This is an optimization exercise on Yosys and OpenROAD, whose aim is small area and a short achievable clock period, not a production implementation.
Function was checked by simulation only, so behaviour that the tests miss may differ from the original.

## axis_eth_fcs
module axis_eth_fcs
(
    input  wire        clk,
    input  wire        rst,
    input  wire [127:0]  input_axis_tdata,
    input  wire [15:0]   input_axis_tstrb,
    input  wire          input_axis_tvalid,
    output wire          input_axis_tready,
    input  wire          input_axis_tlast,
    output wire [31:0] output_fcs,
    output wire        output_fcs_valid
);
reg [31:0] crc_raw;
reg [1:0] crc_pad;
reg crc_restart;
reg fcs_valid_reg;
wire [15:0] s = input_axis_tstrb;
wire [31:0] crc;
wire [31:0] u1, u2, u3;
wire p32 = crc_raw[27] ^ crc_raw[29];
wire p33 = crc_raw[28] ^ crc_raw[30];
wire p34 = crc_raw[25] ^ crc_raw[31];
wire p35 = crc_raw[26] ^ p33;
wire p36 = crc_raw[24] ^ p32;
wire p37 = p34 ^ p36;
wire p38 = crc_raw[26] ^ crc_raw[31];
wire p39 = p32 ^ p38;
wire p40 = crc_raw[24] ^ crc_raw[27];
wire p41 = crc_raw[24] ^ p35;
wire p42 = crc_raw[25] ^ p35;
wire p43 = crc_raw[27] ^ p33;
wire p44 = crc_raw[28] ^ crc_raw[29];
wire p45 = p34 ^ p35;
wire p46 = crc_raw[26] ^ crc_raw[30];
wire p47 = crc_raw[30] ^ p32;
wire p48 = crc_raw[28] ^ p40;
assign u1[0] = p37;
assign u1[1] = p42;
assign u1[2] = p39;
assign u1[3] = p43;
assign u1[4] = crc_raw[31] ^ p44;
assign u1[5] = crc_raw[29] ^ crc_raw[30];
assign u1[6] = crc_raw[25] ^ crc_raw[30] ^ p36;
assign u1[7] = p45;
assign u1[8] = crc_raw[0] ^ p39;
assign u1[9] = crc_raw[1] ^ crc_raw[24] ^ crc_raw[29] ^ p33 ^ p34;
assign u1[10] = crc_raw[2] ^ p40 ^ p46;
assign u1[11] = crc_raw[3] ^ crc_raw[27] ^ crc_raw[28] ^ p34;
assign u1[12] = crc_raw[4] ^ crc_raw[26] ^ p44;
assign u1[13] = crc_raw[5] ^ p47;
assign u1[14] = crc_raw[6] ^ crc_raw[31] ^ p33;
assign u1[15] = crc_raw[7] ^ crc_raw[29] ^ crc_raw[31];
assign u1[16] = crc_raw[8] ^ crc_raw[30] ^ p37;
assign u1[17] = crc_raw[9] ^ p45;
assign u1[18] = crc_raw[10] ^ p39;
assign u1[19] = crc_raw[11] ^ p43;
assign u1[20] = crc_raw[12] ^ crc_raw[25] ^ p48;
assign u1[21] = crc_raw[13] ^ p38 ^ p48;
  ...
clock: 16.0 ns
lec_check: 0
cap_margin: 20
core_margin: 2
core_utilization: 40
setup_slack_margin: 0.3
slew_margin: 20
standard.sh (not shown) runs the stock make flow with config.mk's settings and CLKGATE_MAP_FILE= SYNTH_SCRIPT=/design/flow/synth_recipe.tcl, a recipe that flattens the netlist after the stock synthesis.
==> flow/flow/run.sh <==
#!/bin/bash
set -euo pipefail
cd "$(dirname "$0")/.."
if [[ -f flow/extra.mk ]]; then cat flow/extra.mk >> config.mk; fi
mapfile -t ARGS < <(grep -v '^\s*$' flow/args.txt)
bash standard.sh synth > flow_synth.log 2>&1
RES=orfs/results/${FLOW_PLATFORM}/axis_eth_fcs/base
cp $RES/1_2_yosys.v flow_1_2_yosys_standard.v
LIB=$(ls ${FLOW_HOME}/platforms/${FLOW_PLATFORM}/lib/sky130_fd_sc_hd__tt_025C_1v80.lib)
python3 flow/downsize.py $RES/1_2_yosys.v $LIB > flow_downsize.log 2>&1
touch $RES/1_2_yosys.v
bash standard.sh "${ARGS[@]}" finish > flow_finish.log 2>&1
==> flow/flow/args.txt <==
SETUP_SLACK_MARGIN=9.25
BUFFER_PORTS_ARGS=-buffer_cell sky130_fd_sc_hd__buf_2
SLEW_MARGIN=10
CAP_MARGIN=10
==> flow/flow/downsize.py <==
#!/usr/bin/env python3
"""Set every combinational cell of a synthesized netlist to its smallest
drive strength (_1, or _0 where the platform has no _1 ... as listed in the
liberty file); flip-flops keep their cells. The timing repair later sizes up
what the constraints need."""
import re, sys
net, lib = sys.argv[1], sys.argv[2]
cells = set(re.findall(r'^\s*cell\s*\(\s*"?(sky130_fd_sc_hd__\w+?)"?\s*\)', open(lib).read(), re.M))
dont = set(sys.argv[3:])
def smallest(name):
    m = re.match(r'(sky130_fd_sc_hd__[a-z0-9]+?)_(\d+)$', name)
    if not m:
        return name
    base = m.group(1)
    if re.match(r'sky130_fd_sc_hd__(e?df|sdf|dl|conb|tap|fill|decap|clk)', base):
        return name
    for d in ("1", "0"):
        cand = "%s_%s" % (base, d)
        if cand in cells and cand not in dont:
            if int(d) < int(m.group(2)):
                return cand
            return name
    return name
src = open(net).read()
n = [0]
def sub(mo):
    new = smallest(mo.group(1))
    if new != mo.group(1):
        n[0] += 1
    return new + mo.group(2)
out = re.sub(r'\b(sky130_fd_sc_hd__\w+)(\s+[\\\w])', sub, src)
open(net, "w").write(out)
print("downsized", n[0], "cells")
==> flow/flow/extra.mk <==
export DONT_USE_CELLS += sky130_fd_sc_hd__xor3_1 sky130_fd_sc_hd__xor3_2 sky130_fd_sc_hd__xor3_4 sky130_fd_sc_hd__xnor3_1 sky130_fd_sc_hd__xnor3_2 sky130_fd_sc_hd__xnor3_4
The first run finished with timing, DRC and antenna clean.
Then changed:
==> flow/flow/args.txt (replaced) <==
SETUP_SLACK_MARGIN=9.1
BUFFER_PORTS_ARGS=-buffer_cell sky130_fd_sc_hd__buf_2
SLEW_MARGIN=10
CAP_MARGIN=10
Outcome: The changed run passed the timing, design-rule and antenna checks; worst setup slack loses 0.054 ns; critical path depth fell by 4; wire length stays flat; core utilization is lower by 1.4 points; hold slack is better by 0.014 ns; via count decreases by 1.5%.
Then changed:
==> flow/flow/args.txt (replaced) <==
SETUP_SLACK_MARGIN=9.4
BUFFER_PORTS_ARGS=-buffer_cell sky130_fd_sc_hd__buf_2
SLEW_MARGIN=10
CAP_MARGIN=10
What happened:
- final cell count grows slightly
- hold slack is worse by 0.017 ns
Then changed:
==> flow/flow/args.txt (replaced) <==
SETUP_SLACK_MARGIN=9.25
BUFFER_PORTS_ARGS=-buffer_cell sky130_fd_sc_hd__buf_2
SLEW_MARGIN=10
CAP_MARGIN=10
Result: Critical path depth went down by 1; clock-buffer cell count is unchanged; final cell count went down by about 0.36%; design area went down by 2.0%.
Then changed:
==> flow/flow/args.txt (replaced) <==
SETUP_SLACK_MARGIN=9.1
BUFFER_PORTS_ARGS=-buffer_cell sky130_fd_sc_hd__buf_2
SLEW_MARGIN=10
CAP_MARGIN=10
Outcome: Via count goes down by 1.5%. Area after synthesis does not change. Fmax came out lower by 0.78%. Register-to-register slack got worse by 0.08 ns. Routed wire length is about the same.

==> separate check: timing with driven ports <==
Ports are ideal in the flow. The routed layouts listed here were re-timed in OpenROAD.
Step 1 assumes that a clkbuf_16 drives the clock port and a buf_2 every other input.
Step 2, shift: input delay + t, output delay - t, t = (earliest + latest rising clock arrival at the registers) / 2. This alone moves slack from input paths to output paths.
a / b / c = ideal ports / drivers / drivers and shift; a / b = the first two.
run | shift t [ns] | setup WS [ns] | worst setup path after step 2 | latest minus earliest clock arrival (ns) | worst register clock-pin slew, ns
the first run | 0.328 | 9.153 / 9.124 / 8.848 | input to register | 0.004 / 0.003 | 0.06 / 0.06
the second run | 0.325 | 9.099 / 9.056 / 8.829 | input to register | 0.003 / 0.003 | 0.06 / 0.06
the third run | 0.328 | 9.402 / 9.381 / 9.096 | input to register | 0.004 / 0.004 | 0.06 / 0.06
the fourth run | 0.328 | 9.153 / 9.124 / 8.848 | input to register | 0.004 / 0.003 | 0.06 / 0.06
the fifth run | 0.325 | 9.099 / 9.056 / 8.829 | input to register | 0.003 / 0.003 | 0.06 / 0.06
After both steps setup and hold are still met in every run listed. For the third run, which loses most, drivers alone change the setup slack by -0.021 ns; drivers and shift together by -0.306 ns.
